From an optimization exercise on the open Yosys and OpenROAD flow, aimed at small area; shortcuts taken in it are not production practice.
In this exercise RTL edits were held to simulation tests only and were not proved equivalent to the original.
Power and IR drop assume default switching activity.

==> flow/design.v, too long to show whole: its modules and the start of the top module <==
// module manyakproject: 8725 lines
module manyakproject(clock_50, rst, clock_25, start, high_button, low_button, red_out, blue_out, green_out, hsync, vsync, nsync);
  // ...
==> flow/flow/run.sh <==
#!/bin/bash
# Own layout flow: the standard synthesis, then the combinational logic is
# re-mapped with ABC's area mapper (registers untouched), then the standard
# layout from floorplan to finish on that netlist, with a smaller clock tree.
set -euo pipefail
W=$(pwd)
R=orfs/results/$FLOW_PLATFORM/manyakproject/base
LIB=$FLOW_HOME/platforms/$FLOW_PLATFORM/lib/sky130_fd_sc_hd__tt_025C_1v80.lib
YOSYS=$(command -v yosys || true)
[[ -n "$YOSYS" ]] || YOSYS=$FLOW_HOME/../tools/install/yosys/bin/yosys

# 1. standard synthesis
bash standard.sh synth > log_1_standard_synth.txt 2>&1
cp $R/1_2_yosys.v std_1_2_yosys.v

# 2. re-map the logic between the registers: four ABC runs (deepsyn seeds 0..3)
#    in parallel, keeping the smallest result
for s in 0 1 2 3; do
  sed -e "s|&deepsyn -T 120|\&deepsyn -T 120 -S $s|" flow/remap.abc > remap_$s.abc
  sed -e "s|@LIB@|$LIB|g" -e "s|@IN@|$W/std_1_2_yosys.v|" -e "s|@OUT@|$W/remap_$s.v|" \
      -e "s|@ABC@|$W/remap_$s.abc|" -e "s|@TOP@|$FLOW_TOP|" -e "s|remap_stat.txt|remap_stat_$s.txt|" \
      flow/remap.ys.in > remap_$s.ys
  ("$YOSYS" -l log_2_remap_$s.txt -q remap_$s.ys > /dev/null) &
done
wait
best=$(for s in 0 1 2 3; do a=$(grep -o 'Chip area.*: [0-9.]*' remap_stat_$s.txt 2>/dev/null | grep -o '[0-9.]*$' || true); echo "${a:-1e12} $s"; done | sort -g | head -1 | cut -d' ' -f2)
echo "remap seed $best" > remap_choice.txt
cp remap_$best.v $R/1_2_yosys.v

# 3. standard layout on the new netlist (1_synth.odb is rebuilt from it)
rm -f $R/1_synth.odb $R/1_synth.sdc
# port buffers: buf_1; clock tree: clkbuf_8 buffers for clusters of up to 14
# registers, no dummy loads
bash standard.sh finish "BUFFER_PORTS_ARGS=-buffer_cell sky130_fd_sc_hd__buf_1" "CTS_ARGS=-sink_clustering_enable -repair_clock_nets -dont_use_dummy_load -buf_list sky130_fd_sc_hd__clkbuf_8 -sink_clustering_size 14 -sink_clustering_max_diameter 60" > log_3_standard_layout.txt 2>&1
==> flow/flow/remap.abc <==
strash
&get -n
&deepsyn -T 120
&put
dch -f
amap -m
topo
==> flow/flow/remap.ys.in <==
# Re-maps the combinational cells of the standard synthesis netlist with ABC's
# area mapper. Every register instance keeps its name and cell: the register
# cells are black boxes here, the other cells are read as their functions.
read_liberty -ignore_miss_func @LIB@
blackbox sky130_fd_sc_hd__*df* sky130_fd_sc_hd__*dl*
read_verilog @IN@
hierarchy -top @TOP@
flatten
opt_clean
abc -liberty @LIB@ -script @ABC@ -dont_use sky130_fd_sc_hd__probe_p_8 -dont_use sky130_fd_sc_hd__probec_p_8 -dont_use sky130_fd_sc_hd__lpflow_*
opt_clean -purge
hilomap -singleton -hicell sky130_fd_sc_hd__conb_1 HI -locell sky130_fd_sc_hd__conb_1 LO
insbuf -buf sky130_fd_sc_hd__buf_1 A X
tee -o remap_stat.txt stat -liberty @LIB@
write_verilog -noattr -noexpr -nohex -nodec @OUT@
==> flow/standard.sh <==
#!/bin/bash
# synth_recipe.tcl (not shown) runs the flow's synth.tcl, then flattens the netlist and writes it again
# the make line also repeats each setting of config.mk as NAME=value (left out here)
make -C /OpenROAD-flow-scripts/flow DESIGN_CONFIG=/design/flow/config.mk WORK_HOME=/design/flow/orfs CLKGATE_MAP_FILE= SYNTH_SCRIPT=/design/flow/synth_recipe.tcl "${@:-finish}"
==> flow/config.mk <==
export PLATFORM = sky130hd
export DESIGN_NAME = manyakproject
export DESIGN_NICKNAME = manyakproject
export VERILOG_FILES = /design/flow/design.v
export SDC_FILE = /design/flow/constraint.sdc
export NUM_CORES = 8
export LEC_CHECK = 0
export ABC_AREA = 1
export CAP_MARGIN = 20
export CORE_MARGIN = 2
export CORE_UTILIZATION = 55
export GPL_TIMING_DRIVEN = 0
export SLEW_MARGIN = 20
export SYNTH_MEMORY_MAX_BITS = 131072
==> flow/constraint.sdc <==
create_clock -name core_clock -period 25.0 [get_ports {clock_50}]
set_input_delay 5.0000 -clock core_clock [delete_from_list [all_inputs] [get_ports {clock_50}]]
set_output_delay 5.0000 -clock core_clock [all_outputs]
set_load 0.01 [all_outputs]
==> results by group, run 1 <==
Routing
  – First-pass DRT Iterations: 13
  – Starting DRT DRC Count: 4,918
  – Average wire per cell in the routed design: 22.36 um

Worst hold path
  – Hold EP: u_buffers.clock_count[0]

Critical path
  – Setup slack, reg-to-reg: 3700 ps
  – CP Buf/Inv Count: 14
  – CP Data Required Time: 25,500 ps
  – CP Capture Point: u_display.green
  – CP max FO: 19
  – Critical path depth: 103

Clocking
  – Root Buffer: clkbuf_8
  – Clk buf depth: 3
  – Htree depth: 1
  – CTS Buf Count: 28
  – Post-CTS Hold Fix Bufs: 0
  – CTS tree: yes

Finish
  – Number of fill cells in the layout: 3,497
  – Clock buf/inv share: 1.659%
  – Max reg flops: 13
  – Antenna Cells: 2
  – Most common cell after layout, fill and taps aside: nor2_1
  – Plain + repair buffers: 70
  – Final core utilization: 59.69%
  – FFs & Latches: 295

Floorplanning
  – I/O pins: 33
  – Tap cells: 518

Yosys
  – Post-synth design cell area: 21,830 um2
  – Yosys warns: 1
  – Gate Count Post-Synth: 3,359

Pwr
  – Logic pwr share: 30.3%
  – PnR Total Power: 1085 uW
  – Net Sw Frac: 38.20%
  – Clock Power Share: 24.2%
  – Top power group: registers

Placed design
  – GPL Wtd Cong: 1.107
  – Placed instance area: 22,830 um2

STA
  – Measured slew at the worst slew-check pin: 1156 ps
  – WHS: 440.7 ps

Run status
  – Outcome: finished clean
==> inputs of run 2 (changes only) <==
--- a/flow/config.mk
+++ b/flow/config.mk
@@ -8,3 +8,3 @@
 export ABC_AREA = 1
-export CAP_MARGIN = 20
+export CAP_MARGIN = 10
 export CORE_MARGIN = 2
@@ -12,3 +12,3 @@
 export GPL_TIMING_DRIVEN = 0
-export SLEW_MARGIN = 20
+export SLEW_MARGIN = 10
 export SYNTH_MEMORY_MAX_BITS = 131072
==> run 2 against run 1 <==
Still clean on timing, DRC and antenna; register-to-register slack got worse by 460 ps; clock power about the same; routed wire length fell by 0.32%; hold slack improved by 1.8 ps; synthesized cell count unchanged; global-route usage down 0.20 points; area after synthesis unchanged; first-iteration DRC count increased by 0.77%; critical path depth is 1 lower; die area unchanged; largest power group unchanged.
==> results by group, run 2 <==
Critical path
  – R2r startpoint: u_display.H[2] (unchanged)
  – CP Data Required Time: 25,490 ps (was 25,500 ps)
  – Critical path arrival: 22,250 ps (was 21,800 ps)
  – Crit path capture type: flip-flop (unchanged)
  – Critical Path Source Type: flip-flop (unchanged)
  – Most common cell type on the critical path: nor2_1 (unchanged)
  – RR Endpoint: u_display.green (unchanged)
  – Setup slack, reg-to-reg: 3240 ps (was 3700 ps)
  – Worst R2R Path Depth: 102 (was 103)
  – Critical path class: reg -> reg (unchanged)
  – CP max FO: 19 (unchanged)
  – Slowest cell on crit path: o21ai_0 (was nor2_1)
  – Crit path largest cell delay: 860 ps (was 760 ps)

Finish
  – Largest Register: u_input.pcnt (unchanged)
  – Share of layout cells above drive strength 1: 1.544% (was 1.631%)
  – Final core utilization: 59.70% (was 59.69%)
  – Area grow syn2layout: 6.443% (was 6.414%)
  – Most frequent cells in the layout: nor2_1 (819), clkinv_1 (430), o21ai_0 (309), nand2_1 (306), dfxtp_1 (236) (was nor2_1 (819), clkinv_1 (430), o21ai_0 (306), nand2_1 (306), dfxtp_1 (236))
  – Most common cell after layout, fill and taps aside: nor2_1 (unchanged)
  – Max reg flops: 13 (unchanged)
  – Fin nets: 3,439 (was 3,441)

Yosys
  – Mean Syn Cell Area: 6.498 um2 (unchanged)
  – Syn nets: 3,364 (unchanged)
  – Yosys warns: 1 (unchanged)
  – Post-synth design cell area: 21,830 um2 (unchanged)
  – Gate Count Post-Synth: 3,359 (unchanged)

GRT
  – Antenna violations before repair: 3 (unchanged)
  – Maximum number of pins on one net before global-route repair: 58 (was 84)
  – GRT Total Usage: 40.75% (was 40.94%)
  – Global route overflow: 0 (unchanged)
  – Vias in the first global route: 25,470 (was 25,550)
  – First-pass GRT wire length: 136.1 mm (was 136.7 mm)

Clocking
  – Clk buf depth: 3 (unchanged)
  – Post-CTS sizing: 0 (unchanged)
  – Clock sink total: 295 (unchanged)
  – Postcts setup bufs: 0 (unchanged)
  – Root Buffer: clkbuf_8 (unchanged)
  – Post-CTS Hold Fix Bufs: 0 (unchanged)
  – CTS clk-pin slew, worst paths: 80 ps (about the same)
  – Htree depth: 1 (unchanged)
  – CTS tree: yes (unchanged)
  – CTS Buf Count: 28 (unchanged)
  – Worst skew pair latency: 670 ps (was 680 ps)

Floorplanning
  – Total core area: 38,920 um2 (unchanged)
  – I/O pins: 33 (unchanged)
  – Initial Util: 56.09% (unchanged)
  – Width of the die: 203.2 um (unchanged)
  – Total die area: 41,300 um2 (unchanged)
  – DIE HEIGHT: 203.2 um (unchanged)
  – Row count: 72 (unchanged)

Pwr
  – PnR Total Power: 1084 uW (was 1085 uW)
  – Power Density: 46.67 nW/um2 (was 46.71 nW/um2)
  – Static Leak: 0.007147 uW (was 0.007154 uW)
  – Maximum VDD drop: 53.48 uV (was 51.13 uV)

STA
  – Max Freq: 45.96 MHz (was 46.94 MHz)
  – Clock Skews: 166.8 ps (was 146.9 ps)
  – Relative slew slack: 11.11% (was 22.35%)
  – Period minus WS final: 21,760 ps (was 21,300 ps)
  – Setup-failing EPs final: 0 (unchanged)
  – Final hold violation count: 0 (unchanged)
  – Measured slew at the worst slew-check pin: 1319 ps (was 1156 ps)
  – TNS Setup: 0 ps (unchanged)
  – Period Utilization, post-route: 87.04% (was 85.21%)
  – RSZ-0062 raised after global routing: false (unchanged)
  – Final Max Tran Viols: 0 (unchanged)

Routing
  – DRT met1 WL: 32.97 mm (was 32.22 mm)
  – Via count: 27,970 (was 28,000)
  – Starting DRT DRC Count: 4,956 (was 4,918)
  – Via density: 7.076 (was 7.080)
  – First-pass DRT Iterations: 14 (was 13)
  – Met2 wire length: 37.44 mm (was 37.69 mm)
  – # DRC: 0 (unchanged)
  – WL final: 88.13 mm (was 88.41 mm)
  – Top routing layer in use: met4 (was met5)
  – Detail Route Antenna Nets: 0 (unchanged)
  – Average wire per cell in the routed design: 22.30 um (was 22.36 um)
  – Met3 WL post-DR: 12.28 mm (was 13.01 mm)

Placed design
  – Port bufs: 31 (unchanged)
  – GPL Wtd Cong: 1.107 (unchanged)
  – Final HPWL DP: 66.45 mm (was 66.24 mm)

Worst hold path
  – Hold crit path type: reg -> reg (unchanged)
  – Hold EP: u_buffers.clock_count[0] (unchanged)
  – Worst hold stages: 1 (unchanged)
  – Hold Startpoint: u_buffers.clock_count[0] (unchanged)

Job
  – Number of max-cap violations: 0 (unchanged)

Run status
  – Outcome: finished clean (unchanged)
-- run 2: cell types whose count changed in the layout (fill, tap and decap cells not counted), sizes merged --
cell and change:
buf -1, clkbuf -1
-- run 2: layer usage --
| metal | vias to the layer above | track usage (%) |
|---|---|---|
| li1 | 12430 | - |
| met5 | - | 0 |
| met4 | 0 | 19.37 |
| met1 | 12540 | 53.12 |
| met2 | 2418 | 63.96 |
| met3 | 579 | 9.220 |
-- run 2: where the power goes --
group	switching [uW]	internal, uW	leakage (uW)
Clock	161	99.1	0.000201
Combinational	245	85.8	0.00448
Sequential	6.63	487	0.00246
Total	413	671	0.00715
-- run 2: area by class of cell --
type	count	area, um2
multi-input cells	2610	13690
inverters	431	1619
well taps	518	648.1
repair buffers	45	302.8
diodes	2	5.005
fillers	3529	15680
plain buffers	23	86.33
clock buffers	28	385.4
flip-flops and latches	295	6496
-- run 2: how the worst max path moves through the flow --
stage	start	end	slack (ps)	cells after the start
finish	u_display.H[2]	u_display.green	3240	102
global route	u_display.H[2]	u_display.green	1100	105
CTS	u_display.H[2]	u_display.green	4420	102
detailed placement	u_display.H[2]	u_display.green	4460	102
global placement	u_display.H[2]	u_display.green	710	98
floorplan	u_display.H[2]	u_display.blue	7740	102
-- run 2: stage by stage --
stage | instance area [um2] | hold WS, ps | setup slack, ps | instances
final | 23230 | 442.5 | 3240 | 3952
after global routing | 23230 | 479.3 | 1102 | 3951
after CTS | 23220 | 441.9 | 4417 | 3949
after detailed placement | 22840 | 427.8 | 4459 | 3921
after global placement | 22590 | 422.0 | 713.9 | 3908
after floorplan | 21830 | 413.8 | 7740 | 3359
-- run 2: critical path, delay by kind of cell, from the launching register on --
| family | cells | cell delay (ps) |
|---|---|---|
| AOI/OAI and AO/OA | 32 | 9270 |
| and+or+nand+nor | 56 | 8320 |
| buffers and inverters | 14 | 3500 |
| DFF | 1 | 610 |
==> inputs of run 3 (changes only) <==
--- a/flow/config.mk
+++ b/flow/config.mk
@@ -8,7 +8,7 @@
 export ABC_AREA = 1
-export CAP_MARGIN = 10
+export CAP_MARGIN = 20
 export CORE_MARGIN = 2
-export CORE_UTILIZATION = 55
+export CORE_UTILIZATION = 65
 export GPL_TIMING_DRIVEN = 0
-export SLEW_MARGIN = 10
+export SLEW_MARGIN = 20
 export SYNTH_MEMORY_MAX_BITS = 131072
==> run 3 against run 2 <==
Via count is 0.40% lower; clock skew down 22 ps; still clean; count of clock-buffer cells in the layout unchanged; largest cell class unchanged; non-clock buffer count shrank 1; critical path type unchanged; first-iteration DRC count decreased by 4.5%; hold slack improved by 2.0 ps; utilization is 9.8 points higher.
==> results by group, run 3 <==
Yosys
  – Gate Count Post-Synth: 3,359 (unchanged)
  – Post-synth design cell area: 21,830 um2 (unchanged)
  – Mean Syn Cell Area: 6.498 um2 (unchanged)
  – Syn nets: 3,364 (unchanged)
  – Yosys warns: 1 (unchanged)

Routing
  – # DRC: 0 (unchanged)
  – WL final: 84.25 mm (was 88.13 mm)
  – Detail Route Antenna Nets: 0 (unchanged)
  – First-pass DRT Iterations: 21 (was 14)
  – Average wire per cell in the routed design: 21.72 um (was 22.30 um)
  – Via count: 27,860 (was 27,970)
  – Starting DRT DRC Count: 4,735 (was 4,956)
  – Via density: 7.181 (was 7.076)

STA
  – Final hold violation count: 0 (unchanged)
  – Clock Skews: 144.7 ps (was 166.8 ps)
  – Relative slew slack: 16.49% (was 11.11%)
  – Max Freq: 47.71 MHz (was 45.96 MHz)
  – RSZ-0062 raised after global routing: false (unchanged)
  – Setup-failing EPs final: 0 (unchanged)
  – Final Max Tran Viols: 0 (unchanged)
  – Period minus WS final: 20,960 ps (was 21,760 ps)
  – Period Utilization, post-route: 83.84% (was 87.04%)
  – Measured slew at the worst slew-check pin: 1221 ps (was 1319 ps)
  – TNS Setup: 0 ps (unchanged)

Pwr
  – Sequential power share: 45.8% (was 45.5%)
  – Net Sw Frac: 37.80% (was 38.07%)
  – Clock Power Share: 24.4% (was 24.0%)
  – Power Density: 46.63 nW/um2 (was 46.67 nW/um2)
  – Maximum VDD drop: 51.12 uV (was 53.48 uV)
  – Static Leak: 0.007138 uW (was 0.007147 uW)
  – Internal power: 670.8 uW (was 671.5 uW)
  – Logic pwr share: 29.9% (was 30.5%)
  – NetSw: 407.7 uW (was 412.8 uW)

Critical path
  – CP max FO: 15 (was 19)
  – Crit path largest cell delay: 710 ps (was 860 ps)
  – Critical path arrival: 21,490 ps (was 22,250 ps)
  – Crit path capture type: flip-flop (unchanged)
  – Slowest cell on crit path: nor2_1 (was o21ai_0)
  – Critical path class: reg -> reg (unchanged)
  – Most common cell type on the critical path: nor2_1 (unchanged)
  – Critical Path Source Type: flip-flop (unchanged)
  – CP Data Required Time: 25,530 ps (was 25,490 ps)

Floorplanning
  – Row count: 67 (was 72)
  – Total core area: 33,280 um2 (was 38,920 um2)
  – Total die area: 35,060 um2 (was 41,300 um2)
  – Width of the die: 187.3 um (was 203.2 um)
  – Initial Util: 65.59% (was 56.09%)
  – DIE HEIGHT: 187.3 um (was 203.2 um)
  – I/O pins: 33 (unchanged)

Finish
  – Most common cell after layout, fill and taps aside: nor2_1 (unchanged)
  – Antenna Cells: 0 (was 2)
  – Largest Register: u_input.pcnt (unchanged)
  – Area of the multi-input gates: 13,690 um2 (about the same)
  – Seq. cell area: 6496 um2 (unchanged)
  – Max reg flops: 13 (unchanged)
  – Cell area after layout: 23,130 um2 (was 23,230 um2)
  – Most frequent cells in the layout: nor2_1 (819), clkinv_1 (430), o21ai_0 (307), nand2_1 (306), dfxtp_1 (236) (was nor2_1 (819), clkinv_1 (430), o21ai_0 (309), nand2_1 (306), dfxtp_1 (236))
  – Number of fill cells in the layout: 2,737 (was 3,529)
  – Share of layout cells above drive strength 1: 1.457% (was 1.544%)
  – Area grow syn2layout: 5.961% (was 6.443%)
  – Fin nets: 3,438 (was 3,439)

Clocking
  – Postcts setup bufs: 0 (unchanged)
  – Post-CTS sizing: 0 (unchanged)
  – Root Buffer: clkbuf_8 (unchanged)
  – CTS clk-pin slew, worst paths: 100 ps (was 80 ps)
  – Worst skew pair latency: 690 ps (was 670 ps)
  – Post-CTS Hold Fix Bufs: 0 (unchanged)
  – Clk buf depth: 3 (unchanged)
  – CTS tree: yes (unchanged)
  – Clock sink total: 295 (unchanged)
  – Htree depth: 1 (unchanged)
  – CTS Buf Count: 28 (unchanged)

GRT
  – Global route overflow: 0 (unchanged)
  – First-pass GRT wire length: 134.2 mm (was 136.1 mm)
  – GRT Total Usage: 46.84% (was 40.75%)
  – Maximum number of pins on one net before global-route repair: 84 (was 58)
  – Antenna violations before repair: 0 (was 3)
  – Vias in the first global route: 25,940 (was 25,470)

Placed design
  – Placed instance area: 22,740 um2 (was 22,840 um2)
  – Port bufs: 31 (unchanged)
  – GPL Wtd Cong: 1.271 (was 1.107)
  – Final HPWL DP: 61.59 mm (was 66.45 mm)

Job
  – Number of max-cap violations: 0 (unchanged)

Run status
  – Outcome: finished clean (unchanged)

Worst hold path
  – Hold crit path type: reg -> reg (unchanged)
run 3: worst max-delay path, delay by kind of cell, from the launching register on:
kind,cells,cell delay (ps)
flops,1,670
buf+inv,13,3010
simple gates,55,7910
compound gates,35,9200
run 3: area by class of cell:
| cell class | count | area share [%] |
|---|---|---|
| tap | 448 | 2.423 |
| inverter | 431 | 7.016 |
| clock buffer | 28 | 1.666 |
| sequential | 295 | 28.09 |
| multi-input combinational | 2610 | 59.17 |
| buffer | 23 | 0.3733 |
| timing repair buffer | 44 | 1.260 |
run 3: metal layers:
metal  track usage (%)  part of all wire [%]
met1             53.25                    34
met2             75.51                    44
met3             13.92                    13
met4             33.12                   9.3
met5                 0                     0
run 3: power by group through the flow:
stage | Clock [uW] | Combinational [uW] | Sequential (uW)
after floorplan | 0 | 210 | 502
after global placement | 0 | 296 | 504
after detailed placement | 0 | 297 | 504
after CTS | 259 | 298 | 493
after global routing | 276 | 345 | 494
final | 263 | 322 | 494
run 3: through the flow:
stage | worst slack (ps) | utilization [%] | power (uW) | std cells | hold slack (ps)
after global routing | 2029 | 69.50 | 1115 | 3879 | 464.0
final | 4040 | 69.50 | 1079 | 3879 | 444.5
after CTS | 4905 | 69.50 | 1051 | 3879 | 444.6
after global placement | 2988 | 67.62 | 800.3 | 3838 | 421.9
after detailed placement | 5001 | 68.34 | 801.1 | 3851 | 429.3
after floorplan | 7740 | - | 711.4 | 3359 | 413.8
run 3: final timing paths:
check	cells past startpoint	to	start	slack (ps)
worst max-delay path	103	u_display.blue	u_display.H[2]	4040
worst min register to register	1	u_buffers.clock_count[0]	u_buffers.clock_count[0]	440
worst max register to register	103	u_display.blue	u_display.H[2]	4040
worst min-delay path	1	u_buffers.clock_count[0]	u_buffers.clock_count[0]	440

## static timing again, ports no longer ideal
In the flow no input, the clock included, has a driving cell. The finished layouts below were timed again as built, in two steps.
Step 1 (the two cells are an assumption about what drives the block):
set clk [get_ports {clock_50}]
set_driving_cell -lib_cell sky130_fd_sc_hd__clkbuf_16 $clk
set_driving_cell -lib_cell sky130_fd_sc_hd__buf_2 [delete_from_list [all_inputs] $clk]
Step 2 adds t to the input delays and takes it off the output delays; t is the mean of the earliest and latest rising clock arrival at the registers after step 1. Input paths then give back, and output paths get back, about the clock's delay inside the block.
Slacks: ideal / step 1 / step 2; pairs: ideal / step 1.
run | t, ns | setup WS [ns] | hold slack, ns | worst setup path at the end
run 1 | 0.665 | 3.698 / 3.698 / 3.698 | 0.441 / 0.441 / 0.441 | register to register
run 2 | 0.649 | 3.240 / 3.240 / 3.240 | 0.442 / 0.442 / 0.442 | register to register
run 3 | 0.670 | 4.040 / 4.040 / 4.040 | 0.445 / 0.445 / 0.445 | register to register
After both steps every run listed still meets setup and hold.
